Background: an optimization exercise with open tools, aiming at small area, a short achievable clock period and few clock cycles per item. Do not read the settings as production practice. Where RTL was checked, it was by simulation tests only, not by an equivalence proof against the original.

v51:
## aq_axi_sdma64
module aq_axi_sdma64
(
  input         ARESETN,
  input         ACLK,
  input [15:0]  S_AXI_AWADDR,
  input [3:0]   S_AXI_AWCACHE,
  input [2:0]   S_AXI_AWPROT,
  input         S_AXI_AWVALID,
  output        S_AXI_AWREADY,
  input [31:0]  S_AXI_WDATA,
  input [3:0]   S_AXI_WSTRB,
  input         S_AXI_WVALID,
  output        S_AXI_WREADY,
  output        S_AXI_BVALID,
  input         S_AXI_BREADY,
  output [1:0]  S_AXI_BRESP,
  input [15:0]  S_AXI_ARADDR,
  input [3:0]   S_AXI_ARCACHE,
  input [2:0]   S_AXI_ARPROT,
  input         S_AXI_ARVALID,
  output        S_AXI_ARREADY,
  output [31:0] S_AXI_RDATA,
  output [1:0]  S_AXI_RRESP,
  output        S_AXI_RVALID,
  input         S_AXI_RREADY,
  output [0:0]  M_AXI_AWID,
  output [31:0] M_AXI_AWADDR,
  output [7:0]  M_AXI_AWLEN,
  output [2:0]  M_AXI_AWSIZE,
  output [1:0]  M_AXI_AWBURST,
  output        M_AXI_AWLOCK,
  output [3:0]  M_AXI_AWCACHE,
  output [2:0]  M_AXI_AWPROT,
  output [3:0]  M_AXI_AWQOS,
  output [0:0]  M_AXI_AWUSER,
  output        M_AXI_AWVALID,
  input         M_AXI_AWREADY,
  output [63:0] M_AXI_WDATA,
  output [7:0]  M_AXI_WSTRB,
  output        M_AXI_WLAST,
  output [0:0]  M_AXI_WUSER,
  output        M_AXI_WVALID,
  input         M_AXI_WREADY,
  input [0:0]   M_AXI_BID,
  input [1:0]   M_AXI_BRESP,
  input [0:0]   M_AXI_BUSER,
  input         M_AXI_BVALID,
  output        M_AXI_BREADY,
  output [0:0]  M_AXI_ARID,
  output [31:0] M_AXI_ARADDR,
  output [7:0]  M_AXI_ARLEN,
  output [2:0]  M_AXI_ARSIZE,
  ...
For scale: roughly 670 flip-flops, roughly 550 I/O pins.
export LEC_CHECK = 0
export ABC_CLOCK_PERIOD_IN_PS = 2200
export CAP_MARGIN = 20
export CORE_MARGIN = 2
export CORE_UTILIZATION = 70
export CTS_BUF_LIST = sky130_fd_sc_hd__clkbuf_8 sky130_fd_sc_hd__clkbuf_16
export CTS_CLUSTER_DIAMETER = 60
export CTS_CLUSTER_SIZE = 30
export PLACE_DENSITY = 0.8
export SETUP_SLACK_MARGIN = 3.2
export SLEW_MARGIN = 20
create_clock -name core_clock -period 5.5 [get_ports {ACLK}]
standard.sh (not shown) runs the stock make flow with config.mk's settings and CLKGATE_MAP_FILE= SYNTH_SCRIPT=/design/flow/synth_recipe.tcl, a recipe that flattens the netlist after the stock synthesis.
==> flow/flow/run.sh <==
#!/bin/bash
set -euo pipefail
export BUFFER_PORTS_ARGS="-buffer_cell sky130_fd_sc_hd__buf_1"
bash standard.sh > standard.log 2>&1
Testbench counts of v51, summed over its fixed seeds: cycles 113,529, bytes 935,008.
For v11, these inputs were changed with respect to v51:
Settings: putting ABC_AREA at 1 where nothing was set; clearing ABC_CLOCK_PERIOD_IN_PS, which used to be 2200; swapping 60 for 70 in CTS_CLUSTER_DIAMETER; swapping 30 for 32 in CTS_CLUSTER_SIZE; clearing CTS_BUF_LIST, which used to be sky130_fd_sc_hd__clkbuf_8 sky130_fd_sc_hd__clkbuf_16; swapping 3.2 for 3.25 in SETUP_SLACK_MARGIN.
==> results.txt <==
v11: layout-stage area growth over the synthesis result lower than v51
v51 reports its capture point of the critical path as M_AXI_AWADDR[11] while v11 reports S_AXI_RDATA[21].
Relative to v51, the post-placement worst setup slack of v11 is lower by 0.052 ns.
v11 vs v51: global-route usage up in v11
Compared to v51, v11 shows a wider setup margin.
The length of routed met2 wiring reported for v11 is greater than that of v51 by 11%.
The worst setup path startpoint comes out u_aq_axi_sdma64_master.aw_addr[8] in one run and u_aq_axi_sdma64_ctrl.rdata[21] in the other, namely in v51 and v11 respectively.
In the tables for v51 and v11, non-clock inverter total of the final layout reads higher with v11.
In v11 the via count of the first global-routing pass turned out 3077 higher than in v51.
Against v51, clock-buffer cell count in v11 fell by a little under 10%.
The following lists how v52 was set up differently from v11:
Settings: setting GPL_ROUTABILITY_DRIVEN to 0 for the first time; changing SETUP_SLACK_MARGIN from 3.25 to 3.2; changing CTS_CLUSTER_SIZE from 32 to 30; changing CTS_CLUSTER_DIAMETER from 70 to 60.
[summary]
Compared with v11, v52 shows a lower minimum setup slack after placement. Any difference in flip-flop and latch count between v52 and v11 is small enough to ignore. v52 vs. v11: cell area shrank by 1.1%; worst max-slew margin expressed relative to the limit shrank by 0.94 points; routed wire length shrank by 1000 um.

* * *

## lane 1
Another version of the RTL of aq_axi_sdma64 (not shown whole).
Size in the first run: ~2000 cells after synthesis, about 650 flip-flops, ~550 I/O pins, about 28000 um^2 of cells after synthesis.
Design aq_axi_sdma64, start of the top module:
module aq_axi_sdma64
(
  input         ARESETN,
  input         ACLK,
  input [15:0]  S_AXI_AWADDR,
  input [3:0]   S_AXI_AWCACHE,
  input [2:0]   S_AXI_AWPROT,
  input         S_AXI_AWVALID,
  output        S_AXI_AWREADY,
  input [31:0]  S_AXI_WDATA,
  input [3:0]   S_AXI_WSTRB,
  input         S_AXI_WVALID,
  output        S_AXI_WREADY,
  output        S_AXI_BVALID,
  input         S_AXI_BREADY,
  output [1:0]  S_AXI_BRESP,
  input [15:0]  S_AXI_ARADDR,
  input [3:0]   S_AXI_ARCACHE,
  input [2:0]   S_AXI_ARPROT,
  input         S_AXI_ARVALID,
  output        S_AXI_ARREADY,
  output [31:0] S_AXI_RDATA,
  output [1:0]  S_AXI_RRESP,
  output        S_AXI_RVALID,
  input         S_AXI_RREADY,
  output [0:0]  M_AXI_AWID,
  output [31:0] M_AXI_AWADDR,
  output [7:0]  M_AXI_AWLEN,
  output [2:0]  M_AXI_AWSIZE,
  output [1:0]  M_AXI_AWBURST,
  output        M_AXI_AWLOCK,
  output [3:0]  M_AXI_AWCACHE,
  output [2:0]  M_AXI_AWPROT,
  output [3:0]  M_AXI_AWQOS,
  output [0:0]  M_AXI_AWUSER,
  output        M_AXI_AWVALID,
  input         M_AXI_AWREADY,
  output [63:0] M_AXI_WDATA,
  output [7:0]  M_AXI_WSTRB,
  output        M_AXI_WLAST,
  output [0:0]  M_AXI_WUSER,
  output        M_AXI_WVALID,
  input         M_AXI_WREADY,
  input [0:0]   M_AXI_BID,
  input [1:0]   M_AXI_BRESP,
  input [0:0]   M_AXI_BUSER,
  input         M_AXI_BVALID,
  output        M_AXI_BREADY,
  output [0:0]  M_AXI_ARID,
  output [31:0] M_AXI_ARADDR,
  output [7:0]  M_AXI_ARLEN,
  output [2:0]  M_AXI_ARSIZE,
  output [1:0]  M_AXI_ARBURST,
  output [1:0]  M_AXI_ARLOCK,
  output [3:0]  M_AXI_ARCACHE,
  output [2:0]  M_AXI_ARPROT,
  output [3:0]  M_AXI_ARQOS,
  output [0:0]  M_AXI_ARUSER,
  output        M_AXI_ARVALID,
  input         M_AXI_ARREADY,
  input [0:0]   M_AXI_RID,
  input [63:0]  M_AXI_RDATA,
  input [1:0]   M_AXI_RRESP,
  input         M_AXI_RLAST,
  input [0:0]   M_AXI_RUSER,
  input         M_AXI_RVALID,
  output        M_AXI_RREADY,
  input [63:0]  W_AXIS_TDATA,
  input         W_AXIS_TVALID,
  output        W_AXIS_TREADY,
  input [7:0]   W_AXIS_TSTRB,
  input         W_AXIS_TKEEP,
  input         W_AXIS_TLAST,
  output [63:0] R_AXIS_TDATA,
  output        R_AXIS_TVALID,
  input         R_AXIS_TREADY,
  output        R_AXIS_TLAST,
  input         W_FRAME_SYNC,
  input         R_FRAME_SYNC,
  output        INTERRUPT
);
==> flow/config.mk <==
export PLATFORM = sky130hd
export DESIGN_NAME = aq_axi_sdma64
export DESIGN_NICKNAME = aq_axi_sdma64
export VERILOG_FILES = /design/flow/design.v
export SDC_FILE = /design/flow/constraint.sdc
export NUM_CORES = 4
export LEC_CHECK = 0
export CAP_MARGIN = 20
export CORE_MARGIN = 2
export CORE_UTILIZATION = 45
export PLACE_DENSITY = 0.6
export SLEW_MARGIN = 20
==> flow/constraint.sdc <==
create_clock -name core_clock -period 5.5 [get_ports {ACLK}]
set_input_delay 1.1000 -clock core_clock [delete_from_list [all_inputs] [get_ports {ACLK}]]
set_output_delay 1.1000 -clock core_clock [all_outputs]
set_load 0.01 [all_outputs]
run.sh (not shown) runs the stock make flow with config.mk's settings and CLKGATE_MAP_FILE= SYNTH_SCRIPT=/design/flow/synth_recipe.tcl, a recipe that flattens the netlist after the stock synthesis.
Stock flow here: none of the scripts above is used.
Lane 1: all stages complete, timing, DRC and antenna checks passed
diff inputs: lane 1 => lane 2
# lane 1
export LEC_CHECK = 0
export CAP_MARGIN = 20
export CORE_MARGIN = 2
export CORE_UTILIZATION = 45
export PLACE_DENSITY = 0.6
export SLEW_MARGIN = 20
create_clock -name core_clock -period 5.5 [get_ports {ACLK}]
# lane 2
export LEC_CHECK = 0
export ABC_CLOCK_PERIOD_IN_PS = 2200
export CAP_MARGIN = 20
export CORE_MARGIN = 2
export CORE_UTILIZATION = 45
export PLACE_DENSITY = 0.6
export SETUP_SLACK_MARGIN = 3.2
export SLEW_MARGIN = 20
create_clock -name core_clock -period 5.5 [get_ports {ACLK}]
Findings:
- In lane 2 the ratio of final minimum period to clock period turned out 18 points lower than in lane 1.
- Against lane 1 as the reference, lane 2 delivers a higher aggregate global-route resource usage.
- Lane 2 ended with more worst-case setup slack after placement than lane 1.
- Comparing lane 2 against lane 1, there is no change at all in core area.
- Met1 track utilization from global routing: higher on lane 2
- NOTE: count of clock-buffer cells in the layout in lane 2 falls short of that of lane 1
- Lane 1 ended up with clkdlybuf4s50_1 as its most frequent standard cell in the layout excluding fill and tap cells; lane 2 ended up with edfxtp_1.
- Register share of the cell area: lower on lane 2
- Comparing lane 1 and lane 2, the lower number of clock buffers inserted by TritonCTS was measured on lane 1.
- Relative to lane 1, number of cells traversed by the worst register-to-register path increased by 1 in lane 2.
- Lane 2 -> lane 1: clock-cell share of area flat
No functional check of the RTL was part of any run of this note.

-- afterwards: timing with drivers on the ports --
No port has a modelled driver above. Below, the same layouts with a new extraction and two added sets of constraints. Step 1: set_driving_cell puts a clkbuf_16 on ACLK and a buf_2 on each other input, an assumption about the parent block. Step 2, shift: input delay + t, output delay - t, t = (earliest + latest rising clock arrival at the registers) / 2. This alone moves slack from input paths to output paths. Three values: ideal ports, drivers, drivers and shift; two values: the first two.
| run | t, ns | setup slack, ns | cell pins on the clock port's net |
|---|---|---|---|
| v51 | 0.660 | 3.047 / 2.986 / 2.645 | 1 |
| v11 | 0.641 | 3.184 / 3.125 / 2.690 | 1 |
| v52 | 0.651 | 3.155 / 3.120 / 2.636 | 1 |
| lane 1 | 0.652 | 1.786 / 1.794 / 1.142 | 1 |
| lane 2 | 0.659 | 2.785 / 2.809 / 2.154 | 1 |
After both steps setup and hold are still met in every run listed. The setup slack of lane 1, which loses most, moves by +0.008 ns with the drivers and by -0.644 ns with both steps.
